Context: an optimization exercise on an open-source flow, tuned for small area, a short achievable clock period and few clock cycles per item. The choices shown serve that exercise and are no tape-out recipe.
At most, simulation tests tie the RTL to the original design; equivalence was not proved.
Function not checked in runs 9 and 10: the RTL went through the layout flow alone.
Power and IR drop assume default switching activity.

## design.v

```verilog
module dd_cell (
        input  logic [3:0] s,
        output logic       c,
        output logic [2:0] m
    );
	assign c    = s[3] | (s[2] & (s[1] | s[0]));
	assign m[2] = (s[2] & ~s[1] & ~s[0]) | (s[3] & s[0]);
	assign m[1] = (s[1] & (~s[2] | s[0])) | (s[3] & ~s[0]);
	assign m[0] = (~s[3] & ~s[2] & s[0]) | (s[2] & s[1] & ~s[0]) | (s[3] & ~s[0]);
endmodule
module acc_bit (
        input  logic a,       
        input  logic st,      
        input  logic hold,    
        input  logic busy,    
        output logic d
    );
	assign d = (a & hold) | (st & busy);
endmodule
module unsigned_to_bcd (
        input  logic clk,
        input  logic reset,           
        input  logic trigger,         
        input  logic [31:0] in,       
        output logic idle,            
        output logic [31:0] bcd       
    );
	localparam int K  = 4;                  
	localparam int L  = 4;                  
	localparam int NS = (32 - L) / K;       
	logic [31:0]   acc;
	logic [K-1:0]  chunk;
	logic [2:0]    cnt;             
	logic          idle_q;
	assign idle = idle_q;
	assign bcd  = acc;
	logic go, hold, busy;
	assign go   = trigger & idle_q;
	assign hold = idle_q & ~trigger;
	assign busy = ~idle_q;
	logic [3:0] s  [0:K][0:7];
	logic       cy [0:K-1][0:7];
	logic [2:0] mm [0:K-1][0:7];
	for (genvar d = 0; d < 8; d++) begin : g_in
		assign s[0][d] = acc[4*d +: 4];
	end
	for (genvar j = 0; j < K; j++) begin : g_step
		for (genvar d = 0; d < 8; d++) begin : g_dig
			dd_cell u_cell (.s(s[j][d]), .c(cy[j][d]), .m(mm[j][d]));
			if (d == 0) begin : g_lsd
				assign s[j+1][d] = {mm[j][d], chunk[K-1-j]};
			end else begin : g_msd
				assign s[j+1][d] = {mm[j][d], cy[j][d-1]};
			end
		end
	end
	logic [31:0] st;
	for (genvar d = 0; d < 8; d++) begin : g_st
		assign st[4*d +: 4] = s[K][d];
	end
	logic       ld_c;
	logic [2:0] ld_m;
	dd_cell u_load (.s({1'b0, in[31:29]}), .c(ld_c), .m(ld_m));
	logic [7:0] ld;
	assign ld = {3'b000, ld_c, ld_m, in[28]};
	logic [31:0] acc_d;
	for (genvar b = 0; b < 32; b++) begin : g_acc
		logic t;
		acc_bit u_bit (.a(acc[b]), .st(st[b]), .hold(hold), .busy(busy), .d(t));
		if (b < 8) begin : g_ld
			assign acc_d[b] = t | (go & ld[b]);
		end else begin : g_nold
			assign acc_d[b] = t;
		end
	end
	localparam logic [2:0] S_IDLE = 3'b001;
	logic [2:0] st_next;
	logic       last;
	assign st_next = {cnt[1:0], cnt[2] ^ cnt[1]};
	assign last    = (cnt == S_IDLE);
	logic [K-1:0] chunk_sel;
	always_comb begin
		case (cnt)
			3'b001:  chunk_sel = in[27:24];
			3'b010:  chunk_sel = in[23:20];
			3'b101:  chunk_sel = in[19:16];
			3'b011:  chunk_sel = in[15:12];
			3'b111:  chunk_sel = in[11:8];
			3'b110:  chunk_sel = in[7:4];
			default: chunk_sel = in[3:0];
		endcase
	end
	always_ff @(posedge clk) begin
		acc   <= acc_d;
		chunk <= chunk_sel;
		if (reset) begin
			idle_q <= 1'b1;
			cnt    <= S_IDLE;
		end else begin
			if (go)
				idle_q <= 1'b0;
			else if (busy && last)
				idle_q <= 1'b1;
			if (go || (busy && !last))
				cnt <= st_next;
		end
	end
endmodule
```

## standard.sh

```bash
#!/bin/bash
# synth_recipe.tcl (not shown) runs the flow's synth.tcl, then flattens the netlist and writes it again
# the make line also repeats each setting of config.mk as NAME=value (left out here)
make -C /OpenROAD-flow-scripts/flow DESIGN_CONFIG=/design/flow/config.mk WORK_HOME=/design/flow/orfs CLKGATE_MAP_FILE= SYNTH_SCRIPT=/design/flow/synth_recipe.tcl "${@:-finish}"
```

## constraint.sdc

```tcl
create_clock -name core_clock -period 5.0 [get_ports {clk}]
set_input_delay 1.0000 -clock core_clock [delete_from_list [all_inputs] [get_ports {clk}]]
set_output_delay 1.0000 -clock core_clock [all_outputs]
set_load 0.01 [all_outputs]
```

## flow/run.sh

```bash
#!/bin/bash
# Standard ORFS layout, with plain buffers (instead of the default delay
# buffers) on the input and output ports.
export BUFFER_PORTS_ARGS="-buffer_cell sky130_fd_sc_hd__buf_2"
bash standard.sh > standard.log 2>&1
```

## config.mk

```make
export PLATFORM = sky130hd
export DESIGN_NAME = unsigned_to_bcd
export DESIGN_NICKNAME = unsigned_to_bcd
export VERILOG_FILES = /design/flow/design.v
export SDC_FILE = /design/flow/constraint.sdc
export NUM_CORES = 4
export LEC_CHECK = 0
export ABC_AREA = 1
export CAP_MARGIN = 20
export CORE_MARGIN = 2
export CORE_UTILIZATION = 40
export SETUP_SLACK_MARGIN = 3.1
export SLEW_MARGIN = 20
export SYNTH_HIERARCHICAL = 1
export SYNTH_MINIMUM_KEEP_SIZE = 0
```

==> results.yml, run 1 <==
synthesis:
  syn_inst: 678
  yosys_warnings: 11
  syn_area_per_cell_sq_um: 5.27
  syn_area_sq_um: 3570
layout:
  stdcell_count: 865
  nets: 792
  areaGrowthSynthToFinish_pct: 25.8
  final_util: 0.518
  drive_above_1_share: 0.325
  antenna_cells: 0
  final_cell_mix: "nand2_1 (295), buf_2 (67), nand3_1 (64), nand2_2 (48), nor2_1 (47)"
  final_common_cell: "nand2_1"
  n_fill_cell: 973
sta:
  final-setup-viol-count: 0
  fin_crit_sh: 0.371
  worst_pin_slew_ns: 0.741
  rsz0062_at_grt: "yes"
  finClkSkew_ns: 0.00452
  timing.final.crit_period_ns: 1.86
  tns_ns: 0
  hold_viol_final: 0
  worst_hold_slack_ns: 0.487
  fmax_ghz: 0.539
  max_slew_margin: 0.505
  final_max_slew_viol_count: 0
critical_path:
  crit_required_ns: 4.00
  crit_path_max_fanout: 6
  worst-r2r-setup-slack_ns: 3.23
  critPathCaptureType: "primary output"
  path_buf_inv: 1
  cp_slowest_cell: "dfxtp_2"
  worstSetupStartpointType: "flop"
  criticalPathCategory: "reg -> out"
  crit_chain: "buf_2"
  max_stage_delay_ns: 0.41
  cpLargestDelayFamily: "flip-flops"
  crit_arrival_ns: 0.86
grt:
  grt_pass1_wl_mm: 15.7
  antenna_found_initial: 0
  grt_overflow: 0
  grt_pass1_vias: 3737
  grt_max_degree: 36
  grt_use_total: 0.189
placement:
  place.gp.congestion: 0.774
  place_hpwl_mm: 6.93
  numPlacedInstances: 852
  port_buffers: 67
floorplanning:
  coreArea_sq_um: 8680
  fp.dieW_microns: 98.5
  io_pins: 68
  die_h_microns: 98.5
  num_rows: 34
  start_util: 0.412
  die-area_sq_um: 9710
detailed_routing:
  initialDrtViolationCount: 137
  antenna_left: 0
  drc: 0
  vias: 4300
  avgViaCountPerCell: 4.97
  wl_per_cell_microns: 10.9
  detail_route.wirelength_mm: 9.47
  dr.pass1.iters: 5
clocking:
  cts.root.buffer_cell: "clkbuf_8"
  cts_made_buffers: 5
  h-tree-depth: 2
  clkSinkCount: 40
  clk_latency_ns: 0.29
  postCtsHoldBufs: 0
  clockBufferDepth: 2
  clk_transition_reported_paths_ns: 0.08
  cts_tree: "yes"
pwr:
  vdd_drop_max_uv: 356
  cellPowerDensity_nw_per_um2: 656
  finalPower_mw: 2.95
  cellLeakagePower_nw: 2.40
flow_run:
  drv_cap: 0
worst_hold_path:
  hp-class: "reg -> reg"
status:
  outcome: "no timing/DRC/antenna violations"
## cell type report
type	count	area, sq um	share of cell area
clock buffers	7	96.3	0.0214
clock inverters	1	30.0	0.00668
inverters	71	272	0.0604
multi-input cells	567	2740	0.610
flip-flops and latches	40	855	0.190
well taps	108	135	0.0301
repair buffers	71	365	0.0813
## report_power, final
part           leakage (nW)  switching, mW  total [mW]  internal, mW
clock network        0.0645          0.114       0.290         0.176
logic                  1.99           1.36        2.08         0.726
registers             0.343          0.144       0.574         0.431
total                  2.40           1.61        2.95          1.33
## through the flow
step,instance area (sq um),worst slack (ns)
final,4500,3.14
after detailed placement,4030,2.88
after floorplan,3590,3.22
after global placement,4030,2.91
after global routing,4500,3.06
after CTS,4200,3.09
## worst paths after layout
| kind | start | cells past startpoint | end |
|---|---|---|---|
| setup / recovery | acc[1] | 1 | bcd[1] |
| hold / removal | acc[30] | 2 | acc[30] |
| setup reg to reg | acc[0] | 13 | acc[5] |
| hold reg to reg | acc[30] | 2 | acc[30] |
## repair_timing
item,4_1_cts,5_1_grt
setup buffers,0,4
pin swaps,1,21
resized for setup,19,102
endpoints found under the setup margin,44,47
cloned,1,0
## sequential cells by signal, summed over array words and instances (netlist names)
signal / flops
cnt: 3
chunk: 4
acc: 32
idle_q: 1
## worst reg2reg max path, delay by kind of cell (launching register included)
family / cells / cell delay [ns]
AND/OR/NAND/NOR: 9 / 0.74
flip-flops: 1 / 0.40
AO/OA/AOI/OAI: 2 / 0.35
buffers and inverters: 2 / 0.17
## metal layers
metal	vias to the layer above	share of wire	global-route usage
met3	7	0.037	0.0312
li1	2325	-	-
met1	1884	0.45	0.225
met2	84	0.50	0.352
met5	-	0	0
met4	0	0.0094	0.0485
Testbench counts, summed over its fixed seeds: cycles 128,008, items 16,000.
==> run 2, diff against run 1 <==
--- a/config.mk
+++ b/config.mk
@@ -11,3 +11,3 @@
 export CORE_UTILIZATION = 40
-export SETUP_SLACK_MARGIN = 3.1
+export SETUP_SLACK_MARGIN = 2.9
 export SLEW_MARGIN = 20
==> results.yml, run 2 <==
detailed_routing:
  detail_route.wirelength_mm: 8.76
  met1_length_mm: 4.07
  dr_wl_met3_microns: 309
  maxUsedRoutingLayer: "met4"
  wl_met2_mm: 4.23
  vias: 4260
  wl_per_cell_microns: 10.2
  initialDrtViolationCount: 137
  drc: 0
  antenna_left: 0
  dr.pass1.iters: 5
  avgViaCountPerCell: 4.95
grt:
  grt_max_degree: 35
  grt_overflow: 0
  grt_pass1_wl_mm: 15.4
  antenna_found_initial: 0
  grt_use_total: 0.183
  grt_pass1_vias: 3744
layout:
  n_fill_cell: 963
  areaGrowthSynthToFinish_pct: 16.8
  antenna_cells: 0
  nets: 788
  stdcell_count: 861
  final_cell_mix: "nand2_1 (309), nand3_1 (77), buf_2 (67), nor2_1 (47), inv_2 (38)"
  multi_input_area_sq_um: 2520
  regMostFlops: "acc"
  drive_above_1_share: 0.231
  final_common_cell: "nand2_1"
  largest_reg_flops: 32
  final_util: 0.481
  reg_top3: "acc (32), chunk (4), cnt (3)"
  seqCellArea_sq_um: 813
  final_area_sq_um: 4170
sta:
  hold_viol_final: 0
  timing.final.crit_period_ns: 1.93
  tns_ns: 0
  worst_hold_slack_ns: 0.491
  max_slew_margin: 0.608
  worst_pin_slew_ns: 0.588
  fin_crit_sh: 0.386
  finClkSkew_ns: 0.00791
  fmax_ghz: 0.518
  rsz0062_at_grt: "yes"
  final_max_slew_viol_count: 0
  final-setup-viol-count: 0
clocking:
  post_cts_resized: 0
  clockBufferDepth: 2
  cts.root.buffer_cell: "clkbuf_8"
  postCtsHoldBufs: 0
  clk_transition_reported_paths_ns: 0.08
  clk_latency_ns: 0.29
  clkSinkCount: 40
  h-tree-depth: 2
  cts_tree: "yes"
  cts_made_buffers: 5
  post_cts_buffers: 0
critical_path:
  worst-r2r-setup-slack_ns: 3.11
  max_stage_delay_ns: 0.46
  worstSetupStartpointType: "flop"
  reg2reg_from: "acc[24]"
  cpLargestDelayFamily: "flip-flops"
  crit_arrival_ns: 0.93
  rr_endpoint: "acc[28]"
  path_depth: 1
  r2r_cells: 13
  crit_required_ns: 4.00
  criticalPathCategory: "reg -> out"
  path_buf_inv: 1
  critPathLaunch: "acc[24]"
  crit_end: "bcd[24]"
  crit_path_max_fanout: 6
  crit_chain: "buf_2"
  cp_slowest_cell: "dfxtp_1"
  critPathCaptureType: "primary output"
pwr:
  cellLeakagePower_nw: 2.25
  vdd_drop_max_uv: 192
  cellPowerDensity_nw_per_um2: 637
floorplanning:
  die_h_microns: 98.5
  num_rows: 34
  fp.dieW_microns: 98.5
  die-area_sq_um: 9710
  coreArea_sq_um: 8680
  io_pins: 68
  start_util: 0.412
synthesis:
  syn_area_sq_um: 3570
  syn_area_per_cell_sq_um: 5.27
  syn_inst: 678
  yosys_warnings: 11
placement:
  place_hpwl_mm: 6.84
  port_buffers: 67
  numPlacedInstances: 853
  dpl_cell_area_sq_um: 4030
  place.gp.congestion: 0.781
status:
  outcome: "no timing/DRC/antenna violations"
worst_hold_path:
  hp-class: "reg -> reg"
flow_run:
  drv_cap: 0
-- run 2: final cells by class --
cell class / instances / share of cell area
Clock buffer: 8 / 0.0216
Inverter: 71 / 0.0644
Multi-Input combinational cell: 566 / 0.605
Sequential cell: 40 / 0.195
Tap cell: 108 / 0.0324
Timing Repair Buffer: 68 / 0.0821
-- run 2: per-layer routing --
| metal | vias to the layer above | GRT usage |
|---|---|---|
| met5 | - | 0 |
| met4 | 0 | 0.0506 |
| met3 | 14 | 0.0234 |
| met2 | 89 | 0.334 |
| met1 | 1853 | 0.224 |
| li1 | 2304 | - |
-- run 2: stage by stage --
| stage | power, mW | worst slack, ns |
|---|---|---|
| finish | 2.66 | 3.07 |
| global route | 3.02 | 2.84 |
| CTS | 2.64 | 3.03 |
| detailed placement | 2.41 | 3.05 |
| global placement | 2.33 | 3.11 |
| floorplan | 2.03 | 3.05 |
-- run 2: how the worst min path moves through the flow --
stage                  start  endpoint  slack (ns)  cells after the start
global route         acc[15]   acc[15]        0.52                      2
finish               acc[15]   acc[15]        0.49                      2
global placement     acc[29]   acc[29]        0.49                      2
detailed placement   acc[31]   acc[31]        0.50                      2
CTS                  acc[31]   acc[31]        0.51                      2
floorplan           chunk[0]    acc[0]        0.47                      3
-- run 2: power breakdown --
| part | internal, mW | switching, mW | leakage [nW] | total [mW] |
|---|---|---|---|---|
| clock | 0.113 | 0.109 | 0.0455 | 0.221 |
| combinational | 0.643 | 1.24 | 1.87 | 1.89 |
| sequential | 0.417 | 0.136 | 0.333 | 0.553 |
==> run 3, diff against run 2 <==
--- a/config.mk
+++ b/config.mk
@@ -11,2 +11,5 @@
 export CORE_UTILIZATION = 40
+export CTS_BUF_LIST = sky130_fd_sc_hd__clkbuf_16
+export CTS_CLUSTER_DIAMETER = 500
+export CTS_CLUSTER_SIZE = 50
 export SETUP_SLACK_MARGIN = 2.9
==> results.yml, run 3 <==
status:
  outcome: "no timing/DRC/antenna violations"
layout:
  largest_reg_flops: 32
  final_area_sq_um: 4230
  final_common_cell: "nand2_1"
  drive_above_1_share: 0.231
  antenna_cells: 0
  areaGrowthSynthToFinish_pct: 18.4
  regMostFlops: "acc"
  nets: 788
  final_cell_mix: "nand2_1 (309), nand3_1 (77), buf_2 (67), nor2_1 (47), inv_2 (38)"
  reg_top3: "acc (32), chunk (4), cnt (3)"
clocking:
  h-tree-depth: 2
  clockBufferDepth: 2
  cts_made_buffers: 5
  clk_latency_ns: 0.28
  cts_tree: "yes"
  clk_transition_reported_paths_ns: 0.06
  post_cts_buffers: 0
  cts.root.buffer_cell: "clkbuf_16"
  clkSinkCount: 40
sta:
  worst_pin_slew_ns: 0.596
  finClkSkew_ns: 0.00518
  fin_crit_sh: 0.381
  rsz0062_at_grt: "yes"
  tns_ns: 0
  fmax_ghz: 0.524
  timing.final.crit_period_ns: 1.91
  hold_viol_final: 0
  final_max_slew_viol_count: 0
  max_slew_margin: 0.602
  final-setup-viol-count: 0
detailed_routing:
  antenna_left: 0
  met1_length_mm: 4.05
  detail_route.wirelength_mm: 8.78
  dr_wl_met3_microns: 304
  dr.pass1.iters: 4
  wl_per_cell_microns: 10.2
  maxUsedRoutingLayer: "met4"
  avgViaCountPerCell: 4.92
  drc: 0
  wl_met2_mm: 4.32
  vias: 4234
  initialDrtViolationCount: 134
floorplanning:
  fp.dieW_microns: 98.5
  coreArea_sq_um: 8680
  num_rows: 34
  start_util: 0.412
  die-area_sq_um: 9710
  io_pins: 68
  die_h_microns: 98.5
critical_path:
  rr_endpoint: "acc[13]"
  criticalPathCategory: "reg -> out"
  critPathLaunch: "acc[9]"
  r2r_cells: 13
  crit_required_ns: 4.00
  crit_chain: "buf_2"
  max_stage_delay_ns: 0.45
  cp_slowest_cell: "dfxtp_1"
  path_buf_inv: 1
  crit_path_max_fanout: 6
  worst-r2r-setup-slack_ns: 3.12
  reg2reg_from: "acc[8]"
  worstSetupStartpointType: "flop"
  critPathCaptureType: "primary output"
  cpLargestDelayFamily: "flip-flops"
  crit_arrival_ns: 0.91
pwr:
  p_sw_mw: 1.51
  cellLeakagePower_nw: 2.28
  p_int_mw: 1.24
  vdd_drop_max_uv: 203
  combPwrFrac: 0.690
  pwr-share-seq: 0.201
  switching_share: 0.549
  cellPowerDensity_nw_per_um2: 650
  p_clk_frac: 0.109
worst_hold_path:
  min-delay-start: "acc[14]"
  whs_endpoint: "acc[14]"
  hold_depth: 2
  hp-class: "reg -> reg"
grt:
  grt_pass1_vias: 3791
  grt_max_degree: 35
  grt_pass1_wl_mm: 15.6
  grt_overflow: 0
  antenna_found_initial: 0
  grt_use_total: 0.184
flow_run:
  drv_cap: 0
placement:
  dpl_cell_area_sq_um: 4030
  place_hpwl_mm: 6.84
  place.gp.congestion: 0.781
  port_buffers: 67
synthesis:
  syn_inst: 678
  syn_area_per_cell_sq_um: 5.27
  syn_area_sq_um: 3570
  yosys_warnings: 11
==> run 3: metrics by stage <==
stage | total power [mW] | util | cells | hold WS [ns] | setup slack, ns
after global placement | 2.33 | 0.465 | 853 | 0.491 | 3.11
after global routing | 3.11 | 0.488 | 861 | 0.516 | 2.85
final | 2.75 | 0.488 | 861 | 0.493 | 3.09
after detailed placement | 2.41 | 0.465 | 853 | 0.498 | 3.05
after floorplan | 2.03 | - | 681 | 0.467 | 3.05
after CTS | 2.72 | 0.481 | 861 | 0.507 | 3.04
==> run 3: cell type report <==
cell class,instances,area (sq um)
clock buffers,5,125
clock inverters,3,11.3
fillers,949,4450
inverters,71,269
multi-input cells,566,2540
flip-flops and latches,40,810
well taps,108,135
repair buffers,68,343
==> run 3: how the worst max path moves through the flow <==
stage / end / slack, ns / cells past startpoint
floorplan: cnt[2] / 3.05 / 3
global placement: acc[0] / 3.11 / 6
detailed placement: acc[21] / 3.05 / 13
CTS: acc[21] / 3.04 / 13
global route: acc[10] / 2.85 / 13
finish: bcd[9] / 3.09 / 1
==> run 3: power by group through the flow <==
stage / Clock [mW] / Sequential, mW / Combinational (mW)
after detailed placement: 0 / 0.552 / 1.85
after CTS: 0.309 / 0.546 / 1.87
after global routing: 0.324 / 0.575 / 2.21
after global placement: 0 / 0.548 / 1.79
final: 0.299 / 0.553 / 1.90
after floorplan: 0 / 0.552 / 1.48
==> run 3: what timing repair did <==
item / CTS / global route
hold buffers: 0 / 0
resized for setup: 0 / 23
endpoints found under the setup margin: 0 / 27
endpoints found under the hold margin: 0 / 0
==> run 3: metal layers <==
metal	track usage	vias to the layer above
met5	0	-
met4	0.0464	0
met3	0.0255	13
met2	0.340	75
met1	0.225	1842
li1	-	2304
==> run 4, diff against run 3 <==
--- a/design.v
+++ b/design.v
@@ -9,2 +9,20 @@
 	assign m[0] = (~s[3] & ~s[2] & s[0]) | (s[2] & s[1] & ~s[0]) | (s[3] & ~s[0]);
+endmodule
+module dd_cell_top (
+        input  logic [3:0] s,
+        output logic [2:0] m
+    );
+	assign m[2] = (s[2] & ~s[1] & ~s[0]) | (s[3] & s[0]);
+	assign m[1] = (s[1] & (~s[2] | s[0])) | (s[3] & ~s[0]);
+	assign m[0] = (~s[3] & ~s[2] & s[0]) | (s[2] & s[1] & ~s[0]) | (s[3] & ~s[0]);
+endmodule
+module dd_cell_3 (
+        input  logic [2:0] s,
+        output logic       c,
+        output logic [2:0] m
+    );
+	assign c    = s[2] & (s[1] | s[0]);
+	assign m[2] = s[2] & ~s[1] & ~s[0];
+	assign m[1] = s[1] & (~s[2] | s[0]);
+	assign m[0] = (~s[2] & s[0]) | (s[2] & s[1] & ~s[0]);
 endmodule
@@ -48,3 +66,8 @@
 		for (genvar d = 0; d < 8; d++) begin : g_dig
-			dd_cell u_cell (.s(s[j][d]), .c(cy[j][d]), .m(mm[j][d]));
+			if (d == 7) begin : g_top
+				dd_cell_top u_cell (.s(s[j][d]), .m(mm[j][d]));
+				assign cy[j][d] = 1'b0;    
+			end else begin : g_cell
+				dd_cell u_cell (.s(s[j][d]), .c(cy[j][d]), .m(mm[j][d]));
+			end
 			if (d == 0) begin : g_lsd
@@ -62,3 +85,3 @@
 	logic [2:0] ld_m;
-	dd_cell u_load (.s({1'b0, in[31:29]}), .c(ld_c), .m(ld_m));
+	dd_cell_3 u_load (.s(in[31:29]), .c(ld_c), .m(ld_m));
 	logic [7:0] ld;
--- a/config.mk
+++ b/config.mk
@@ -11,5 +11,2 @@
 export CORE_UTILIZATION = 40
-export CTS_BUF_LIST = sky130_fd_sc_hd__clkbuf_16
-export CTS_CLUSTER_DIAMETER = 500
-export CTS_CLUSTER_SIZE = 50
 export SETUP_SLACK_MARGIN = 2.9
==> results.yml, run 4 <==
synthesis:
  synth-seq-cells: 40
  ys_seq_area_frac: 0.225
  yosys_warnings: 12
  synth_top_cell_area_share: 0.321
  synth_common_cells: "nand2_1 (305), nand3_1 (76), nor2_1 (49)"
  syn_area_sq_um: 3570
  syn_inst: 672
  syn_area_per_cell_sq_um: 5.31
  synth_most_common_cell: "nand2_1"
  yosysUniqueCellTypes: 21
  synth_edf_count: 0
  synth_flop_cell: "dfxtp_1"
  async_reset_ff_frac: 0
  yosysTopAreaCell: "nand2_1"
  synth.area.top_cells: "nand2_1 (32%), dfxtp_1 (22%), nand3_1 (11%)"
sta:
  hold_viol_final: 0
  worst_pin_slew_ns: 0.601
  final-setup-viol-count: 0
  worst_hold_slack_ns: 0.491
  tns_ns: 0
  timing.final.crit_period_ns: 1.91
  rsz0062_at_grt: "yes"
  fmax_ghz: 0.523
  finClkSkew_ns: 0.00410
  max_slew_margin: 0.599
  final_max_slew_viol_count: 0
  fin_crit_sh: 0.382
floorplanning:
  io_pins: 68
  coreArea_sq_um: 8680
  fp.dieW_microns: 98.4
  die-area_sq_um: 9690
  start_util: 0.411
  die_h_microns: 98.4
  num_rows: 34
detailed_routing:
  drc: 0
  initialDrtViolationCount: 173
  antenna_left: 0
  vias: 4200
  dr.pass1.iters: 5
  wl_per_cell_microns: 10.3
  detail_route.wirelength_mm: 8.75
  avgViaCountPerCell: 4.92
layout:
  n_fill_cell: 961
  drive_above_1_share: 0.240
  nets: 780
  reg_top3: "acc (32), chunk (4), cnt (3)"
  antenna_cells: 0
  final_cell_mix: "nand2_1 (305), nand3_1 (76), buf_2 (67), nor2_1 (48), inv_2 (36)"
  stdcell_count: 853
  regMostFlops: "acc"
  areaGrowthSynthToFinish_pct: 16.9
  largest_reg_flops: 32
  final_area_sq_um: 4170
  final_common_cell: "nand2_1"
clocking:
  cts_made_buffers: 5
  clockBufferDepth: 2
  clkSinkCount: 40
  clk_latency_ns: 0.29
  h-tree-depth: 2
  cts.root.buffer_cell: "clkbuf_8"
  clk_transition_reported_paths_ns: 0.08
  postCtsHoldBufs: 0
  cts_tree: "yes"
pwr:
  cellLeakagePower_nw: 2.23
  vdd_drop_max_uv: 212
  cellPowerDensity_nw_per_um2: 591
  finalPower_mw: 2.46
critical_path:
  crit_required_ns: 4.00
  crit_path_max_fanout: 6
  worstSetupStartpointType: "flop"
  crit_arrival_ns: 0.91
  max_stage_delay_ns: 0.45
  path_buf_inv: 1
  worst-r2r-setup-slack_ns: 3.09
  r2r_cells: 12
  criticalPathCategory: "reg -> out"
  crit_chain: "buf_2"
  reg2reg_from: "acc[6]"
  critPathCaptureType: "primary output"
  cpLargestDelayFamily: "flip-flops"
  rr_endpoint: "acc[11]"
  cp_slowest_cell: "dfxtp_1"
grt:
  antenna_found_initial: 0
  grt_use_total: 0.187
  grt_overflow: 0
  grt_pass1_vias: 3779
  grt_max_degree: 35
  grt_pass1_wl_mm: 15.7
worst_hold_path:
  min-delay-start: "acc[15]"
  hp-class: "reg -> reg"
  whs_endpoint: "acc[15]"
  hold_depth: 2
placement:
  numPlacedInstances: 844
  port_buffers: 67
  place_hpwl_mm: 6.86
  place.gp.congestion: 0.803
  dpl_cell_area_sq_um: 4010
status:
  outcome: "no timing/DRC/antenna violations"
flow_run:
  drv_cap: 0
==> run 4: how the worst max path moves through the flow <==
stage,cells past startpoint,startpoint,to
6_report,1,acc[24],bcd[24]
5_1_grt,12,acc[6],acc[11]
4_1_cts,1,acc[16],bcd[16]
3_5_place_dp,6,trigger,acc[0]
3_3_place_gp,6,trigger,acc[0]
2_1_floorplan,3,trigger,cnt[2]
==> run 4: cells by family (layout without fill, tap and decap cells) <==
kind of cell / Yosys count / after routing / synth area share
flip-flops: 40 / 40 / 0.225
buffers and inverters: 75 / 148 / 0.0846
adder cells (fa/ha/maj): 1 / 1 / 0.00351
AND/OR/NAND/NOR: 485 / 485 / 0.578
AO/OA/AOI/OAI: 71 / 71 / 0.109
==> run 4: Yosys stat by module (local to each module, per instance) <==
module / area (sq um) / flops+latches / cells
dd_cell: 60.1 / 0 / 14
dd_cell_top: 51.3 / 0 / 11
acc_bit: 11.3 / 0 / 3
unsigned_to_bcd: 1280 / 40 / 131
dd_cell_3: 40.0 / 0 / 9
==> run 4: metal layers <==
layer  up-vias  part of all wire  track usage
met5         -                 0            0
met4         0            0.0056       0.0327
met3         5             0.041       0.0305
met2        90              0.48        0.340
met1      1824              0.48        0.235
li1       2281                 -            -
==> run 4: area by class of cell <==
class | instances | area (sq um) | area share
clock buffer | 8 | 90.1 | 0.0216
tap | 108 | 135 | 0.0324
inverter | 71 | 273 | 0.0654
multi-input combinational | 557 | 2500 | 0.601
sequential | 40 | 816 | 0.196
timing repair buffer | 69 | 350 | 0.0841
==> run 4: stage by stage <==
stage / setup WS, ns / utilization
floorplan: 3.05 / -
global placement: 3.00 / 0.463
detailed placement: 2.99 / 0.463
CTS: 3.05 / 0.473
global route: 2.90 / 0.480
finish: 3.09 / 0.480
==> run 4: power breakdown <==
group          internal (mW)  switching [mW]  total, mW
sequential             0.409           0.121      0.530
combinational          0.584            1.13       1.71
clock                  0.113           0.109      0.222
total                   1.11            1.36       2.46
==> run 4: repair_timing <==
action,CTS,global route
setup buffers,0,1
gates resized for setup,0,25
endpoints found under the setup margin,0,33
Testbench counts of run 4, summed over its fixed seeds: cycles 128,008, items 16,000.
==> run 5, diff against run 4 <==
--- a/config.mk
+++ b/config.mk
@@ -10,3 +10,3 @@
 export CORE_MARGIN = 2
-export CORE_UTILIZATION = 40
+export CORE_UTILIZATION = 60
 export SETUP_SLACK_MARGIN = 2.9
==> results.yml, run 5 <==
critical_path:
  path_depth: 1
  cp_slowest_cell: "dfxtp_1"
  path_buf_inv: 1
  r2r_cells: 14
  max_stage_delay_ns: 0.46
  critPathCaptureType: "primary output"
  crit_path_max_fanout: 6
  cpLargestDelayFamily: "flip-flops"
  criticalPathCategory: "reg -> out"
  crit_chain: "buf_2"
  crit_required_ns: 4.00
  crit_arrival_ns: 0.94
  worstSetupStartpointType: "flop"
synthesis:
  syn_area_per_cell_sq_um: 5.31
  synth.area.top_cells: "nand2_1 (32%), dfxtp_1 (22%), nand3_1 (11%)"
  synth-xor-area-share: 0
  synthAdderAreaFrac: 0.00351
  ys_seq_area_frac: 0.225
  synth-seq-cells: 40
  syn_inst: 672
  syn_area_sq_um: 3570
  synth_edf_count: 0
  yosysUniqueCellTypes: 21
  synth_simple_gate_area_frac: 0.578
  async_reset_ff_frac: 0
  synth_most_common_cell: "nand2_1"
  synth_flop_cell: "dfxtp_1"
  synth_top_cell_area_share: 0.321
  yosysTopAreaCell: "nand2_1"
  yosys_warnings: 12
  synth-compound-area-share: 0.109
  synth_top_family_by_area: "simple AND/OR/NAND/NOR gates"
  synth.area.mux_share: 0
  synth_common_cells: "nand2_1 (305), nand3_1 (76), nor2_1 (49)"
layout:
  n_fill_cell: 587
  largest_reg_flops: 32
  nets: 779
  regMostFlops: "acc"
  reg_top3: "acc (32), chunk (4), cnt (3)"
  final_util: 0.711
  final_common_cell: "nand2_1"
  antenna_cells: 0
  drive_above_1_share: 0.241
  final_cell_mix: "nand2_1 (305), nand3_1 (76), buf_2 (67), nor2_1 (48), inv_2 (36)"
  areaGrowthSynthToFinish_pct: 16.0
detailed_routing:
  initialDrtViolationCount: 181
  wl_per_cell_microns: 10.4
  avgViaCountPerCell: 5.20
  antenna_left: 0
  vias: 4260
  dr.pass1.iters: 5
  drc: 0
  detail_route.wirelength_mm: 8.53
clocking:
  cts_tree: "yes"
  post_cts_buffers: 0
  clk_latency_ns: 0.29
  cts_made_buffers: 5
  clk_transition_reported_paths_ns: 0.08
  clockBufferDepth: 2
  h-tree-depth: 2
  postCtsHoldBufs: 0
  clkSinkCount: 40
  post_cts_resized: 0
  cts.root.buffer_cell: "clkbuf_8"
grt:
  grt_pass1_wl_mm: 14.0
  antenna_found_initial: 0
  grt_pass1_vias: 3507
  grt_overflow: 0
  grt_max_degree: 35
  grt_use_total: 0.257
sta:
  fin_ws_ns: 3.06
  max_slew_margin: 0.605
  rsz0062_at_grt: "no"
  worst_pin_slew_ns: 0.591
  timing.final.crit_period_ns: 1.94
  fmax_ghz: 0.516
  final_max_slew_viol_count: 0
  tns_ns: 0
  final-setup-viol-count: 0
  finClkSkew_ns: 0.00486
  hold_viol_final: 0
  fin_crit_sh: 0.388
  worst_hold_slack_ns: 0.498
pwr:
  p_sw_mw: 1.38
  vdd_drop_max_uv: 344
  cellLeakagePower_nw: 2.23
  p_int_mw: 1.14
  cellPowerDensity_nw_per_um2: 608
  p_clk_frac: 0.106
  combPwrFrac: 0.682
  switching_share: 0.549
  pwr-share-seq: 0.212
placement:
  place_hpwl_mm: 6.57
  place.gp.congestion: 0.807
  port_buffers: 67
  dp_slack_ns: 3.03
floorplanning:
  start_util: 0.613
  die-area_sq_um: 6580
  die_h_microns: 81.1
  fp.dieW_microns: 81.1
  num_rows: 28
  coreArea_sq_um: 5820
  io_pins: 68
status:
  outcome: "no timing/DRC/antenna violations"
worst_hold_path:
  hp-class: "reg -> reg"
  hold_depth: 2
flow_run:
  drv_cap: 0
## run 5: cell counts after synthesis
Identical to the previous run, type by type.
## run 5: cell families (layout without fill, tap and decap cells)
logic type      Yosys count  after routing
compound gates           71             71
simple gates            485            485
flops                    40             40
buf+inv                  75            147
fa+ha+maj                 1              1
## run 5: power by group through the flow
stage                     clock network, mW  logic, mW  registers (mW)
after floorplan                           0       1.33           0.528
after global placement                    0       1.60           0.523
after detailed placement                  0       1.67           0.528
after CTS                             0.272       1.68           0.521
after global routing                  0.281       1.98           0.548
final                                 0.267       1.72           0.534
## run 5: final timing paths
kind,startpoint,endpoint,slack [ns]
max,acc[27],bcd[27],3.06
min reg2reg,acc[6],acc[6],0.50
min,acc[6],acc[6],0.50
max reg2reg,acc[0],acc[4],3.08
## run 5: metal layers
layer	part of all wire	vias to the layer above	GRT usage	wire length (microns)
li1	-	2274	-	-
met1	0.45	1858	0.319	3860
met2	0.49	117	0.465	4170
met3	0.048	11	0.0356	408
met4	0.011	0	0.0678	92
met5	0	-	0	0
## run 5: area by class of cell
cell class | instances | area [sq um] | area share
multi-input cells | 557 | 2500 | 0.604
flip-flops and latches | 40 | 816 | 0.197
clock buffers | 5 | 68.8 | 0.0166
inverters | 71 | 273 | 0.0659
well taps | 75 | 93.8 | 0.0227
clock inverters | 3 | 42.5 | 0.0103
repair buffers | 68 | 343 | 0.0829
## run 5: per-module statistics from Yosys (local to each module, per instance)
module / cell area, sq um / cells inside / copies in the design / flops+latches
dd_cell_3: 40.0 / 9 / 1 / 0
unsigned_to_bcd: 1280 / 131 / 1 / 40
acc_bit: 11.3 / 3 / 32 / 0
dd_cell_top: 51.3 / 11 / 4 / 0
dd_cell: 60.1 / 14 / 28 / 0
## run 5: stage by stage
step,power (mW),cells,instance area (sq um)
after global routing,2.81,819,4140
after floorplan,1.86,672,3570
after global placement,2.12,811,3970
final,2.52,819,4140
after CTS,2.47,819,4080
after detailed placement,2.20,811,3970
==> run 6, diff against run 5 <==
==> flow/run.sh (replaced) <==
#!/bin/bash
# Standard ORFS layout, with plain buffers (instead of the default delay
# buffers) on the input and output ports.
export BUFFER_PORTS_ARGS="-buffer_cell sky130_fd_sc_hd__buf_1"
bash standard.sh > standard.log 2>&1
--- a/config.mk
+++ b/config.mk
@@ -10,3 +10,3 @@
 export CORE_MARGIN = 2
-export CORE_UTILIZATION = 60
+export CORE_UTILIZATION = 40
 export SETUP_SLACK_MARGIN = 2.9
==> results.yml, run 6 <==
critical_path:
  critPathCaptureType: "primary output"
  crit_arrival_ns: 0.94
  cp_slowest_cell: "dfxtp_1"
  criticalPathCategory: "reg -> out"
  crit_path_max_fanout: 6
  path_buf_inv: 1
  worstSetupStartpointType: "flop"
  crit_required_ns: 4.00
  crit_chain: "buf_1"
  max_stage_delay_ns: 0.45
  cpLargestDelayFamily: "flip-flops"
floorplanning:
  die-area_sq_um: 9690
  start_util: 0.411
  fp.dieW_microns: 98.4
  coreArea_sq_um: 8680
  num_rows: 34
  die_h_microns: 98.4
  io_pins: 68
synthesis:
  synth_top_cell_area_share: 0.321
  synth.area.mux_share: 0
  syn_area_sq_um: 3570
  synth_common_cells: "nand2_1 (305), nand3_1 (76), nor2_1 (49)"
  synth.area.top_cells: "nand2_1 (32%), dfxtp_1 (22%), nand3_1 (11%)"
  async_reset_ff_frac: 0
  syn_inst: 672
  synth_top_family_by_area: "simple AND/OR/NAND/NOR gates"
  synth_most_common_cell: "nand2_1"
  yosysTopAreaCell: "nand2_1"
  yosysUniqueCellTypes: 21
  synth-compound-area-share: 0.109
  synth_simple_gate_area_frac: 0.578
  syn_area_per_cell_sq_um: 5.31
  synth_flop_cell: "dfxtp_1"
  ys_seq_area_frac: 0.225
  yosys_warnings: 12
  synth_edf_count: 0
  synth-seq-cells: 40
  synthAdderAreaFrac: 0.00351
  synth-xor-area-share: 0
detailed_routing:
  dr.pass1.iters: 4
  avgViaCountPerCell: 4.92
  initialDrtViolationCount: 180
  wl_per_cell_microns: 10.2
  drc: 0
  detail_route.wirelength_mm: 8.71
  vias: 4195
  antenna_left: 0
grt:
  grt_pass1_vias: 3830
  antenna_found_initial: 0
  grt_pass1_wl_mm: 15.9
  grt_use_total: 0.191
  grt_max_degree: 35
  grt_overflow: 0
pwr:
  cellPowerDensity_nw_per_um2: 613
  cellLeakagePower_nw: 2.03
  vdd_drop_max_uv: 266
clocking:
  clk_latency_ns: 0.29
  postCtsHoldBufs: 0
  clkSinkCount: 40
  cts.root.buffer_cell: "clkbuf_8"
  cts_made_buffers: 5
  h-tree-depth: 2
  cts_tree: "yes"
  clk_transition_reported_paths_ns: 0.08
  clockBufferDepth: 2
sta:
  final-setup-viol-count: 0
  tns_ns: 0
  finClkSkew_ns: 0.00482
  rsz0062_at_grt: "yes"
  timing.final.crit_period_ns: 1.94
  max_slew_margin: 0.599
  fin_crit_sh: 0.388
  fmax_ghz: 0.516
  final_max_slew_viol_count: 0
  worst_hold_slack_ns: 0.494
  hold_viol_final: 0
  worst_pin_slew_ns: 0.600
layout:
  final_area_sq_um: 4130
  final_cell_mix: "nand2_1 (305), nand3_1 (76), buf_1 (67), nor2_1 (48), inv_2 (36)"
  drive_above_1_share: 0.158
  antenna_cells: 0
  nets: 780
  regMostFlops: "acc"
  reg_top3: "acc (32), chunk (4), cnt (3)"
  final_common_cell: "nand2_1"
  areaGrowthSynthToFinish_pct: 15.9
  stdcell_count: 853
  n_fill_cell: 958
  largest_reg_flops: 32
placement:
  place.gp.congestion: 0.811
  port_buffers: 67
  numPlacedInstances: 844
  dpl_cell_area_sq_um: 3930
  place_hpwl_mm: 6.81
status:
  outcome: "no timing/DRC/antenna violations"
worst_hold_path:
  hp-class: "reg -> reg"
flow_run:
  drv_cap: 0
run 6: cell counts after synthesis:
No cell type changed its count.
run 6: layout make-up:
type,instances,area (sq um),share of cell area
Multi-Input combinational cell,557,2510,0.609
Sequential cell,40,817,0.198
Inverter,71,273,0.0660
Timing Repair Buffer,69,267,0.0645
Tap cell,108,135,0.0327
Clock buffer,7,96.3,0.0233
Clock inverter,1,30.0,0.00727
run 6: path summary, 6_finish.rpt:
check             startpoint  slack [ns]  endpoint  depth (start not counted)
setup reg to reg     acc[22]        3.11   acc[28]                         11
hold / removal        acc[6]        0.49    acc[6]                          2
hold reg to reg       acc[6]        0.49    acc[6]                          2
setup / recovery      acc[9]        3.06    bcd[9]                          1
run 6: timing repair:
item / CTS / global route
endpoints found under the hold margin: 0 / 0
setup endpoints to repair: 0 / 33
setup buffers: 0 / 1
resized for setup: 0 / 31
run 6: kinds of logic after synthesis:
logic type	Yosys count
AO/OA/AOI/OAI	71
adder cells (fa/ha/maj)	1
buffers and inverters	75
flip-flops	40
AND/OR/NAND/NOR	485
run 6: modules after synthesis (local to each module, per instance):
module / cells inside / flops+latches / cell area [sq um] / copies in the design
dd_cell: 14 / 0 / 60.1 / 28
dd_cell_top: 11 / 0 / 51.3 / 4
acc_bit: 3 / 0 / 11.3 / 32
unsigned_to_bcd: 131 / 40 / 1280 / 1
dd_cell_3: 9 / 0 / 40.0 / 1
run 6: per-stage QoR:
step | total power [mW] | worst slack, ns | utilization
after floorplan | 1.86 | 3.05 | -
after global placement | 2.12 | 3.06 | 0.453
after detailed placement | 2.19 | 3.08 | 0.453
after CTS | 2.49 | 3.03 | 0.467
after global routing | 2.88 | 2.85 | 0.476
final | 2.53 | 3.06 | 0.476
run 6: layer usage:
layer | global-route usage | part of all wire
met1 | 0.241 | 0.47
met2 | 0.341 | 0.48
met3 | 0.0291 | 0.037
met4 | 0.0485 | 0.011
met5 | 0 | 0
run 6: report_power, final:
part	total (mW)	internal [mW]	switching, mW	leakage [nW]
logic	1.71	0.570	1.14	1.63
clock network	0.292	0.176	0.116	0.0645
registers	0.534	0.408	0.125	0.334
==> run 7, diff against run 6 <==
--- a/config.mk
+++ b/config.mk
@@ -11,3 +11,3 @@
 export CORE_UTILIZATION = 40
-export SETUP_SLACK_MARGIN = 2.9
+export SETUP_SLACK_MARGIN = 3.0
 export SLEW_MARGIN = 20
==> results.yml, run 7 <==
status:
  outcome: "no timing/DRC/antenna violations"
floorplanning:
  num_rows: 34
  coreArea_sq_um: 8680
  io_pins: 68
  die_h_microns: 98.4
  fp.dieW_microns: 98.4
  die-area_sq_um: 9690
  start_util: 0.411
placement:
  place.gp.congestion: 0.811
  port_buffers: 67
  place_hpwl_mm: 6.81
  dpl_cell_area_sq_um: 3930
synthesis:
  synth-seq-cells: 40
  synth_common_cells: "nand2_1 (305), nand3_1 (76), nor2_1 (49)"
  synth_edf_count: 0
  synth_flop_cell: "dfxtp_1"
  syn_area_per_cell_sq_um: 5.31
  async_reset_ff_frac: 0
  synth.area.top_cells: "nand2_1 (32%), dfxtp_1 (22%), nand3_1 (11%)"
  syn_inst: 672
  yosysTopAreaCell: "nand2_1"
  yosysUniqueCellTypes: 21
  synth_most_common_cell: "nand2_1"
  syn_area_sq_um: 3570
  yosys_warnings: 12
  synth_top_cell_area_share: 0.321
  ys_seq_area_frac: 0.225
clocking:
  clockBufferDepth: 2
  h-tree-depth: 2
  clk_transition_reported_paths_ns: 0.08
  clk_latency_ns: 0.29
  cts.root.buffer_cell: "clkbuf_8"
  clkSinkCount: 40
  cts_made_buffers: 5
  cts_tree: "yes"
sta:
  hold_viol_final: 0
  worst_hold_slack_ns: 0.492
  tns_ns: 0
  fmax_ghz: 0.518
  max_slew_margin: 0.595
  timing.final.crit_period_ns: 1.93
  worst_pin_slew_ns: 0.605
  fin_crit_sh: 0.386
  final_max_slew_viol_count: 0
  finClkSkew_ns: 0.00522
  rsz0062_at_grt: "yes"
  final-setup-viol-count: 0
detailed_routing:
  detail_route.wirelength_mm: 8.89
  avgViaCountPerCell: 4.98
  vias: 4246
  drc: 0
  antenna_left: 0
  dr.pass1.iters: 5
  wl_per_cell_microns: 10.4
  initialDrtViolationCount: 208
grt:
  grt_use_total: 0.191
  antenna_found_initial: 0
  grt_pass1_vias: 3830
  grt_overflow: 0
  grt_pass1_wl_mm: 15.9
  grt_max_degree: 35
layout:
  reg_top3: "acc (32), chunk (4), cnt (3)"
  regMostFlops: "acc"
  nets: 780
  final_common_cell: "nand2_1"
  largest_reg_flops: 32
  drive_above_1_share: 0.196
  final_util: 0.486
  final_area_sq_um: 4220
  final_cell_mix: "nand2_1 (302), nand3_1 (70), buf_1 (67), nor2_1 (48), nand2_2 (38)"
  antenna_cells: 0
  areaGrowthSynthToFinish_pct: 18.3
worst_hold_path:
  hp-class: "reg -> reg"
pwr:
  cellPowerDensity_nw_per_um2: 615
  cellLeakagePower_nw: 2.08
  vdd_drop_max_uv: 266
critical_path:
  crit_end: "bcd[11]"
  crit_path_max_fanout: 6
  max_stage_delay_ns: 0.43
  path_buf_inv: 1
  worst-r2r-setup-slack_ns: 3.15
  crit_required_ns: 4.00
  critPathLaunch: "acc[11]"
  critPathCaptureType: "primary output"
  cp_slowest_cell: "dfxtp_1"
  cpLargestDelayFamily: "flip-flops"
  reg2reg_from: "acc[0]"
  criticalPathCategory: "reg -> out"
  path_depth: 1
  crit_arrival_ns: 0.93
  r2r_cells: 14
  crit_chain: "buf_1"
  rr_endpoint: "acc[4]"
  worstSetupStartpointType: "flop"
flow_run:
  drv_cap: 0
[run 7: metrics by stage]
stage	power (mW)	worst slack, ns	std cells
global placement	2.12	3.06	844
global route	2.93	2.96	853
finish	2.59	3.07	853
floorplan	1.86	3.05	672
CTS	2.49	3.03	852
detailed placement	2.19	3.08	844
[run 7: final cells by class]
type | count | area [sq um]
Tap cell | 108 | 135
Timing Repair Buffer | 69 | 267
Multi-Input combinational cell | 557 | 2590
Sequential cell | 40 | 832
Clock inverter | 1 | 30.0
Clock buffer | 7 | 96.3
Inverter | 71 | 273
Fill cell | 963 | 4460
[run 7: per-module statistics from Yosys, one instance, submodules excluded]
| module | flops+latches | cells inside | area (sq um) |
|---|---|---|---|
| dd_cell_3 | 0 | 9 | 40.0 |
| unsigned_to_bcd | 40 | 131 | 1280 |
| acc_bit | 0 | 3 | 11.3 |
| dd_cell_top | 0 | 11 | 51.3 |
| dd_cell | 0 | 14 | 60.1 |
[run 7: cells by family after synthesis]
| group | after synthesis | share of synthesized area |
|---|---|---|
| compound gates | 71 | 0.109 |
| fa+ha+maj | 1 | 0.00351 |
| buf+inv | 75 | 0.0846 |
| flops | 40 | 0.225 |
| simple gates | 485 | 0.578 |
[run 7: worst min-delay path by stage]
stage	slack [ns]	to	cells after the start	start
finish	0.49	acc[15]	2	acc[15]
global route	0.52	acc[8]	2	acc[8]
CTS	0.51	acc[31]	2	acc[31]
detailed placement	0.50	acc[31]	2	acc[31]
global placement	0.50	acc[31]	2	acc[31]
floorplan	0.47	acc[0]	3	chunk[0]
[run 7: repair_timing]
| item | CTS | global route |
|---|---|---|
| hold endpoints to repair | 0 | 0 |
| setup endpoints to repair | 0 | 37 |
| hold buffers | 0 | 0 |
| gates resized for setup | 0 | 67 |
| buffers inserted | 0 | 1 |
[run 7: power by group]
| part | total [mW] | switching (mW) | internal, mW |
|---|---|---|---|
| Sequential | 0.543 | 0.128 | 0.415 |
| Combinational | 1.76 | 1.17 | 0.592 |
| Clock | 0.292 | 0.116 | 0.176 |
| Total | 2.59 | 1.41 | 1.18 |
[run 7: metal layers]
| metal | track usage | routed length (microns) |
|---|---|---|
| met4 | 0.0485 | 95 |
| met3 | 0.0291 | 314 |
| met2 | 0.341 | 4310 |
| met5 | 0 | 0 |
| met1 | 0.241 | 4170 |
==> run 8, diff against run 7 <==
--- a/config.mk
+++ b/config.mk
@@ -11,3 +11,3 @@
 export CORE_UTILIZATION = 40
-export SETUP_SLACK_MARGIN = 3.0
+export SETUP_SLACK_MARGIN = 2.8
 export SLEW_MARGIN = 20
==> results.yml, run 8 <==
placement:
  port_buffers: 67
  place_hpwl_mm: 6.81
  place.gp.congestion: 0.811
synthesis:
  synth.area.top_cells: "nand2_1 (32%), dfxtp_1 (22%), nand3_1 (11%)"
  async_reset_ff_frac: 0
  synth-compound-area-share: 0.109
  synth-seq-cells: 40
  yosysUniqueCellTypes: 21
  synth_edf_count: 0
  syn_area_sq_um: 3570
  synth.area.mux_share: 0
  synth_most_common_cell: "nand2_1"
  ys_seq_area_frac: 0.225
  syn_area_per_cell_sq_um: 5.31
  synth-xor-area-share: 0
  synth_top_family_by_area: "simple AND/OR/NAND/NOR gates"
  yosys_warnings: 12
  yosysTopAreaCell: "nand2_1"
  synth_common_cells: "nand2_1 (305), nand3_1 (76), nor2_1 (49)"
  synth_flop_cell: "dfxtp_1"
  synthAdderAreaFrac: 0.00351
  synth_top_cell_area_share: 0.321
  syn_inst: 672
  synth_simple_gate_area_frac: 0.578
clocking:
  post_cts_buffers: 0
  cts.root.buffer_cell: "clkbuf_8"
  clk_latency_ns: 0.29
  clk_transition_reported_paths_ns: 0.08
  clockBufferDepth: 2
  cts_made_buffers: 5
  h-tree-depth: 2
  cts_tree: "yes"
  clkSinkCount: 40
detailed_routing:
  wl_per_cell_microns: 10.2
  drc: 0
  initialDrtViolationCount: 196
  dr.pass1.iters: 4
  vias: 4191
  avgViaCountPerCell: 4.92
  antenna_left: 0
  detail_route.wirelength_mm: 8.65
layout:
  n_fill_cell: 959
  final_common_cell: "nand2_1"
  largest_reg_flops: 32
  final_cell_mix: "nand2_1 (305), nand3_1 (76), buf_1 (67), nor2_1 (48)"
  drive_above_1_share: 0.137
  reg_top3: "acc (32), chunk (4), cnt (3)"
  nets: 779
  regMostFlops: "acc"
  areaGrowthSynthToFinish_pct: 14.7
  antenna_cells: 0
sta:
  rsz0062_at_grt: "yes"
  final_max_slew_viol_count: 0
  fin_crit_sh: 0.394
  tns_ns: 0
  max_slew_margin: 0.597
  finClkSkew_ns: 0.00362
  final-setup-viol-count: 0
  hold_viol_final: 0
  timing.final.crit_period_ns: 1.97
  fmax_ghz: 0.508
  worst_pin_slew_ns: 0.603
critical_path:
  crit_required_ns: 5.19
  crit_path_max_fanout: 6
  worstSetupStartpointType: "flop"
  criticalPathCategory: "reg -> reg"
  crit_chain: "nand2_2 -> o21ai_1 -> nor2_1 -> nand2_1 -> nand3_1 -> nand3_1 -> nand3_1 -> o21ai_0 -> nand2_1 -> nand2_1 -> nand2_1 -> a21o_1"
  cp_slowest_cell: "dfxtp_1"
  crit_arrival_ns: 2.16
  crit_top_cell: "nand2_1"
  r2r_cells: 12
  path_buf_inv: 0
  max_stage_delay_ns: 0.45
  path_depth: 12
  critPathCaptureType: "flop"
  cpLargestDelayFamily: "simple AND/OR/NAND/NOR gates"
status:
  outcome: "no timing/DRC/antenna violations"
flow_run:
  drv_cap: 0
grt:
  antenna_found_initial: 0
  grt_overflow: 0
  grt_pass1_wl_mm: 15.9
  grt_use_total: 0.191
  grt_pass1_vias: 3830
  grt_max_degree: 35
worst_hold_path:
  hold_depth: 2
  hp-class: "reg -> reg"
floorplanning:
  die-area_sq_um: 9690
  start_util: 0.411
  coreArea_sq_um: 8680
  die_h_microns: 98.4
  num_rows: 34
  fp.dieW_microns: 98.4
  io_pins: 68
pwr:
  finalPower_mw: 2.50
  cellLeakagePower_nw: 2.01
  vdd_drop_max_uv: 264
  cellPowerDensity_nw_per_um2: 611
run 8: cell counts after synthesis:
No cell type changed its count.
run 8: area by class of cell:
type / instances / area [sq um] / share of cell area
Multi-Input combinational cell: 557 / 2490 / 0.609
Sequential cell: 40 / 806 / 0.197
Inverter: 71 / 273 / 0.0667
Timing Repair Buffer: 68 / 259 / 0.0633
Tap cell: 108 / 135 / 0.0330
Clock buffer: 7 / 96.3 / 0.0235
Clock inverter: 1 / 30.0 / 0.00734
run 8: final timing paths:
path / startpoint / to / slack (ns)
setup / recovery: acc[2] / acc[4] / 3.03
hold / removal: acc[13] / acc[13] / 0.50
hold reg to reg: acc[13] / acc[13] / 0.50
setup reg to reg: acc[2] / acc[4] / 3.03
run 8: cells by family after synthesis:
family,after synthesis
compound gates,71
fa+ha+maj,1
buf+inv,75
flops,40
simple gates,485
run 8: what timing repair did:
item,CTS,global route
setup endpoints to repair,0,33
gates resized for setup,0,12
hold buffers,0,0
endpoints found under the hold margin,0,0
run 8: power breakdown:
| group | internal, mW | switching (mW) | leakage (nW) |
|---|---|---|---|
| Clock | 0.176 | 0.115 | 0.0645 |
| Sequential | 0.403 | 0.123 | 0.331 |
| Combinational | 0.559 | 1.12 | 1.62 |
run 8: Yosys stat by module, one instance, submodules excluded:
module	flops+latches	copies in the design	cells
unsigned_to_bcd	40	1	131
acc_bit	0	32	3
dd_cell	0	28	14
dd_cell_top	0	4	11
dd_cell_3	0	1	9
run 8: tightest hold or removal path, stage by stage, from the launching register on:
cell     delay (ns)
dfxtp_2        0.35
nand2_1        0.07
nand2_1        0.05
run 8: per-layer routing:
metal | vias up | global-route usage | part of all wire
li1 | 2288 | - | -
met1 | 1795 | 0.241 | 0.47
met2 | 99 | 0.341 | 0.48
met3 | 9 | 0.0291 | 0.045
met4 | 0 | 0.0485 | 0.011
met5 | - | 0 | 0
run 8: metrics by stage:
stage | instances | instance area, sq um | utilization | hold slack (ns) | setup WS [ns]
3_5_place_dp | 844 | 3930 | 0.453 | 0.500 | 3.08
4_1_cts | 852 | 4060 | 0.467 | 0.512 | 3.03
3_3_place_gp | 844 | 3930 | 0.453 | 0.496 | 3.06
6_report | 852 | 4090 | 0.471 | 0.498 | 3.03
2_1_floorplan | 672 | 3570 | - | 0.467 | 3.05
5_1_grt | 852 | 4090 | 0.471 | 0.538 | 2.73
==> run 9, diff against run 8 <==
--- a/design.v
+++ b/design.v
@@ -48,4 +48,6 @@
 	localparam int NS = (32 - L) / K;       
+	localparam int R  = 2;                  
 	logic [31:0]   acc;
-	logic [K-1:0]  chunk;
+	logic [K-1:R]  chunk_q;         
+	logic [K-1:0]  chunk;           
 	logic [2:0]    cnt;             
@@ -115,5 +117,18 @@
 	end
+	logic [K-1:0] chunk_cur;
+	always_comb begin
+		case (cnt)
+			3'b010:  chunk_cur = in[27:24];
+			3'b101:  chunk_cur = in[23:20];
+			3'b011:  chunk_cur = in[19:16];
+			3'b111:  chunk_cur = in[15:12];
+			3'b110:  chunk_cur = in[11:8];
+			3'b100:  chunk_cur = in[7:4];
+			default: chunk_cur = in[3:0];
+		endcase
+	end
+	assign chunk = {chunk_q, chunk_cur[R-1:0]};
 	always_ff @(posedge clk) begin
-		acc   <= acc_d;
-		chunk <= chunk_sel;
+		acc     <= acc_d;
+		chunk_q <= chunk_sel[K-1:R];
 		if (reset) begin
--- a/config.mk
+++ b/config.mk
@@ -11,3 +11,3 @@
 export CORE_UTILIZATION = 40
-export SETUP_SLACK_MARGIN = 2.8
+export SETUP_SLACK_MARGIN = 2.9
 export SLEW_MARGIN = 20
==> results.yml, run 9 <==
floorplanning:
  io_pins: 68
  die_h_microns: 98.0
  fp.dieW_microns: 98.0
  num_rows: 34
  coreArea_sq_um: 8640
  die-area_sq_um: 9600
  start_util: 0.409
pwr:
  p_int_mw: 1.30
  p_sw_mw: 1.85
  cellLeakagePower_nw: 2.00
  cellPowerDensity_nw_per_um2: 780
  pwr-share-seq: 0.184
  p_clk_frac: 0.072
  switching_share: 0.587
  vdd_drop_max_uv: 291
  combPwrFrac: 0.744
synthesis:
  syn_area_sq_um: 3530
  yosys_warnings: 12
  syn_inst: 674
  synth_top_cell_area_share: 0.334
  synth_most_common_cell: "nand2_1"
  synth_flop_cell: "dfxtp_1"
  syn_area_per_cell_sq_um: 5.24
  async_reset_ff_frac: 0
  ys_seq_area_frac: 0.215
  synth_edf_count: 0
  synth_common_cells: "nand2_1 (314), nand3_1 (74), nor2_1 (50)"
  yosysUniqueCellTypes: 23
  synth.area.top_cells: "nand2_1 (33%), dfxtp_1 (22%), nand3_1 (10%)"
  synth-seq-cells: 38
  yosysTopAreaCell: "nand2_1"
clocking:
  clkSinkCount: 38
  cts_tree: "yes"
  clk_transition_reported_paths_ns: 0.08
  h-tree-depth: 2
  clk_latency_ns: 0.29
  post_cts_buffers: 0
  clockBufferDepth: 2
  cts_made_buffers: 5
  cts.root.buffer_cell: "clkbuf_8"
sta:
  rsz0062_at_grt: "yes"
  max_slew_margin: 0.552
  final_max_slew_viol_count: 0
  finClkSkew_ns: 0.0104
  hold_viol_final: 0
  tns_ns: 0
  fin_crit_sh: 0.391
  worst_pin_slew_ns: 0.671
  timing.final.crit_period_ns: 1.95
  fmax_ghz: 0.512
  final-setup-viol-count: 0
  fin_ws_ns: 3.05
layout:
  nets: 782
  reg_top3: "acc (32), cnt (3), chunk_q (2)"
  largest_reg_flops: 32
  final_common_cell: "nand2_1"
  regMostFlops: "acc"
  drive_above_1_share: 0.150
  antenna_cells: 0
  final_cell_mix: "nand2_1 (314), nand3_1 (74), buf_1 (67), nor2_1 (49), inv_2 (38)"
  areaGrowthSynthToFinish_pct: 14.3
critical_path:
  crit_required_ns: 4.00
  cp_slowest_cell: "dfxtp_1"
  path_buf_inv: 1
  critPathCaptureType: "primary output"
  worstSetupStartpointType: "flop"
  crit_path_max_fanout: 6
  cpLargestDelayFamily: "flip-flops"
  max_stage_delay_ns: 0.47
  crit_chain: "buf_1"
  crit_arrival_ns: 0.95
  criticalPathCategory: "reg -> out"
detailed_routing:
  antenna_left: 0
  detail_route.wirelength_mm: 8.89
  avgViaCountPerCell: 4.94
  initialDrtViolationCount: 91
  wl_per_cell_microns: 10.4
  drc: 0
  vias: 4219
  dr.pass1.iters: 4
grt:
  grt_max_degree: 35
  grt_pass1_wl_mm: 15.4
  grt_overflow: 0
  grt_pass1_vias: 3612
  grt_use_total: 0.183
  antenna_found_initial: 0
status:
  outcome: "no timing/DRC/antenna violations"
worst_hold_path:
  hp-class: "reg -> reg"
placement:
  place.gp.congestion: 0.835
  port_buffers: 67
  dp_slack_ns: 2.73
  place_hpwl_mm: 6.89
flow_run:
  drv_cap: 0
## run 9: per-stage QoR
step | cell area, sq um | std cells | hold slack (ns) | power, mW | utilization
2_1_floorplan | 3530 | 674 | 0.513 | 2.42 | -
3_3_place_gp | 3890 | 846 | 0.500 | 2.78 | 0.451
3_5_place_dp | 3890 | 846 | 0.508 | 2.87 | 0.451
4_1_cts | 3990 | 854 | 0.523 | 3.11 | 0.462
5_1_grt | 4040 | 854 | 0.528 | 3.57 | 0.468
6_report | 4040 | 854 | 0.499 | 3.15 | 0.468
## run 9: area by class of cell
class | count | area [sq um]
inverter | 71 | 269
timing repair buffer | 68 | 259
fill | 960 | 4600
sequential | 38 | 774
clock inverter | 2 | 12.5
tap | 108 | 135
clock buffer | 6 | 82.6
multi-input combinational | 561 | 2510
## run 9: routing by layer
| metal | vias up | GRT usage | part of all wire |
|---|---|---|---|
| met3 | 6 | 0.0293 | 0.036 |
| met5 | - | 0 | 0 |
| met4 | 0 | 0.0224 | 0.0054 |
| met1 | 1849 | 0.237 | 0.48 |
| met2 | 83 | 0.329 | 0.48 |
| li1 | 2281 | - | - |
## run 9: what timing repair did
item                                    CTS  global route
endpoints found under the hold margin     0             0
resized for setup                         2            20
pin swaps                                 0             1
endpoints found under the setup margin    2            22
hold buffers                              0             0
## run 9: power groups by stage
| stage | logic, mW | clock network, mW | registers, mW |
|---|---|---|---|
| after floorplan | 1.84 | 0 | 0.577 |
| after global placement | 2.21 | 0 | 0.570 |
| after detailed placement | 2.29 | 0 | 0.577 |
| after CTS | 2.30 | 0.237 | 0.571 |
| after global routing | 2.72 | 0.248 | 0.600 |
| final | 2.34 | 0.227 | 0.578 |
## run 9: Yosys stat by module (local to each module, per instance)
module / area, sq um / flops+latches / cells inside / copies in the design
acc_bit: 11.3 / 0 / 3 / 32
dd_cell: 60.1 / 0 / 14 / 28
dd_cell_3: 40.0 / 0 / 9 / 1
dd_cell_top: 51.3 / 0 / 11 / 4
unsigned_to_bcd: 1240 / 38 / 133 / 1
## run 9: final timing paths
check / slack [ns] / cells past startpoint / start / end
max: 3.05 / 1 / acc[24] / bcd[24]
max reg2reg: 3.07 / 13 / acc[4] / acc[14]
min reg2reg: 0.50 / 2 / acc[11] / acc[11]
min: 0.50 / 2 / acc[11] / acc[11]
## run 9: cell families (layout without fill, tap and decap cells)
group / after synthesis / after routing / synth area share
AO/OA/AOI/OAI: 72 / 72 / 0.112
adder cells (fa/ha/maj): 2 / 2 / 0.00708
buffers and inverters: 75 / 147 / 0.0864
flip-flops: 38 / 38 / 0.215
AND/OR/NAND/NOR: 487 / 487 / 0.580
==> run 10, diff against run 9 <==
--- a/design.v
+++ b/design.v
@@ -48,3 +48,3 @@
 	localparam int NS = (32 - L) / K;       
-	localparam int R  = 2;                  
+	localparam int R  = 1;                  
 	logic [31:0]   acc;
==> results.yml, run 10 <==
status:
  outcome: "no timing/DRC/antenna violations"
clocking:
  clkSinkCount: 39
  clk_latency_ns: 0.29
  cts.root.buffer_cell: "clkbuf_8"
  clockBufferDepth: 2
  cts_made_buffers: 5
  post_cts_buffers: 0
  cts_tree: "yes"
  h-tree-depth: 2
  clk_transition_reported_paths_ns: 0.08
critical_path:
  max_stage_delay_ns: 0.46
  critPathLaunch: "acc[3]"
  reg2reg_from: "acc[3]"
  crit_arrival_ns: 2.13
  crit_path_max_fanout: 6
  criticalPathCategory: "reg -> reg"
  crit_chain: "nor2_1 -> nand2_1 -> nand3_1 -> nand3_1 -> nand3_1 -> nand3_1 -> nand3_1 -> o21ai_0 -> nand2_1 -> nand2_1 -> nand2_1 -> a21o_1"
  cpLargestDelayFamily: "simple AND/OR/NAND/NOR gates"
  crit_required_ns: 5.18
  worstSetupStartpointType: "flop"
  path_buf_inv: 0
  cp_slowest_cell: "dfxtp_1"
  critPathCaptureType: "flop"
  crit_top_cell: "nand3_1"
sta:
  fin_crit_sh: 0.389
  hold_viol_final: 0
  timing.final.crit_period_ns: 1.94
  final-setup-viol-count: 0
  rsz0062_at_grt: "yes"
  finClkSkew_ns: 0.00535
  fmax_ghz: 0.514
  worst_pin_slew_ns: 1.03
  tns_ns: 0
  final_max_slew_viol_count: 0
  max_slew_margin: 0.312
layout:
  nets: 785
  n_fill_cell: 997
  reg_top3: "acc (32), chunk_q (3), cnt (3)"
  drive_above_1_share: 0.144
  areaGrowthSynthToFinish_pct: 13.9
  stdcell_count: 857
  seqCellArea_sq_um: 791
  largest_reg_flops: 32
  final_cell_mix: "nand2_1 (314), nand3_1 (74), buf_1 (67), nor2_1 (51), inv_2 (36)"
  final_common_cell: "nand2_1"
  multi_input_area_sq_um: 2530
  regMostFlops: "acc"
  antenna_cells: 0
flow_run:
  drv_cap: 0
grt:
  grt_pass1_vias: 3833
  grt_pass1_wl_mm: 15.7
  antenna_found_initial: 0
  grt_overflow: 0
  grt_use_total: 0.185
  grt_max_degree: 35
floorplanning:
  num_rows: 34
  start_util: 0.412
  io_pins: 68
  coreArea_sq_um: 8680
  fp.dieW_microns: 98.5
  die_h_microns: 98.5
  die-area_sq_um: 9710
synthesis:
  synth_common_cells: "nand2_1 (314), nand3_1 (74), nor2_1 (52)"
  synth_edf_count: 0
  syn_inst: 677
  synth.area.top_cells: "nand2_1 (33%), dfxtp_1 (22%), nand3_1 (10%)"
  synth_flop_cell: "dfxtp_1"
  syn_area_sq_um: 3570
  yosysTopAreaCell: "nand2_1"
  yosysUniqueCellTypes: 24
  syn_area_per_cell_sq_um: 5.28
  ys_seq_area_frac: 0.218
  synth_top_cell_area_share: 0.330
  yosys_warnings: 12
  synth-seq-cells: 39
  async_reset_ff_frac: 0
  synth_most_common_cell: "nand2_1"
placement:
  place_hpwl_mm: 6.94
  port_buffers: 67
  numPlacedInstances: 849
  place.gp.congestion: 0.816
pwr:
  cellPowerDensity_nw_per_um2: 687
  cellLeakagePower_nw: 2.02
  vdd_drop_max_uv: 319
detailed_routing:
  dr.pass1.iters: 5
  initialDrtViolationCount: 237
  antenna_left: 0
  wl_per_cell_microns: 10.4
  drc: 0
  vias: 4272
  detail_route.wirelength_mm: 8.88
  avgViaCountPerCell: 4.98
worst_hold_path:
  hp-class: "reg -> reg"
  min-delay-start: "acc[11]"
[run 10: metrics by stage]
stage	util	cell area [sq um]	hold slack [ns]	total power, mW	worst slack (ns)
after floorplan	-	3580	0.513	2.15	3.06
after global placement	0.453	3930	0.502	2.46	3.10
after detailed placement	0.453	3930	0.504	2.54	3.04
after CTS	0.462	4010	0.517	2.75	3.03
after global routing	0.469	4070	0.526	3.18	2.87
final	0.469	4070	0.495	2.80	3.06
[run 10: cell type report]
class | instances | share of cell area
Multi-Input combinational cell | 562 | 0.621
Sequential cell | 39 | 0.194
Inverter | 72 | 0.0676
Timing Repair Buffer | 68 | 0.0636
Tap cell | 108 | 0.0332
Clock buffer | 7 | 0.0187
Clock inverter | 1 | 0.00123
[run 10: worst reg2reg max path, stage by stage, from the launching register on]
cell and delay, ns:
dfxtp_1 0.46, nor2_1 0.08, nand2_1 0.06, nand3_1 0.15, nand3_1 0.13, nand3_1 0.16, nand3_1 0.13, nand3_1 0.15
o21ai_0 0.19, nand2_1 0.06, nand2_1 0.06, nand2_1 0.07, a21o_1 0.14
[run 10: per-layer routing]
metal / GRT usage / wire, microns
met5: 0 / 0
met4: 0.0400 / 63
met3: 0.0255 / 328
met2: 0.336 / 4380
met1: 0.232 / 4110
[run 10: what timing repair did]
| item | CTS | global route |
|---|---|---|
| endpoints found under the setup margin | 0 | 30 |
| hold buffers | 0 | 0 |
| gates resized for setup | 0 | 23 |
[run 10: per-module statistics from Yosys, one instance, submodules excluded]
| module | cell area [sq um] | flops+latches |
|---|---|---|
| dd_cell_top | 51.3 | 0 |
| unsigned_to_bcd | 1290 | 39 |
| dd_cell | 60.1 | 0 |
| dd_cell_3 | 40.0 | 0 |
| acc_bit | 11.3 | 0 |
[run 10: cell families after synthesis]
| logic type | synth area share |
|---|---|
| and+or+nand+nor | 0.573 |
| buffers and inverters | 0.0893 |
| AOI/OAI and AO/OA | 0.112 |
| DFF | 0.218 |
| adders and majority gates | 0.00700 |
[run 10: worst paths after layout]
| check | depth (start not counted) | slack [ns] | to |
|---|---|---|---|
| min reg2reg | 2 | 0.49 | acc[11] |
| min | 2 | 0.49 | acc[11] |
| max | 12 | 3.06 | acc[4] |
| max reg2reg | 12 | 3.06 | acc[4] |
[run 10: report_power, final]
| part | total [mW] | switching [mW] | internal, mW |
|---|---|---|---|
| clock | 0.206 | 0.108 | 0.0980 |
| sequential | 0.564 | 0.150 | 0.414 |
| combinational | 2.03 | 1.35 | 0.675 |

Setup slack of run 10, layout unchanged: 3.055 ns with ideal ports, 3.043 ns with driving cells assumed (clock clkbuf_16, inputs buf_2), 3.055 ns with port delays also shifted by the 0.312 ns mid clock arrival.
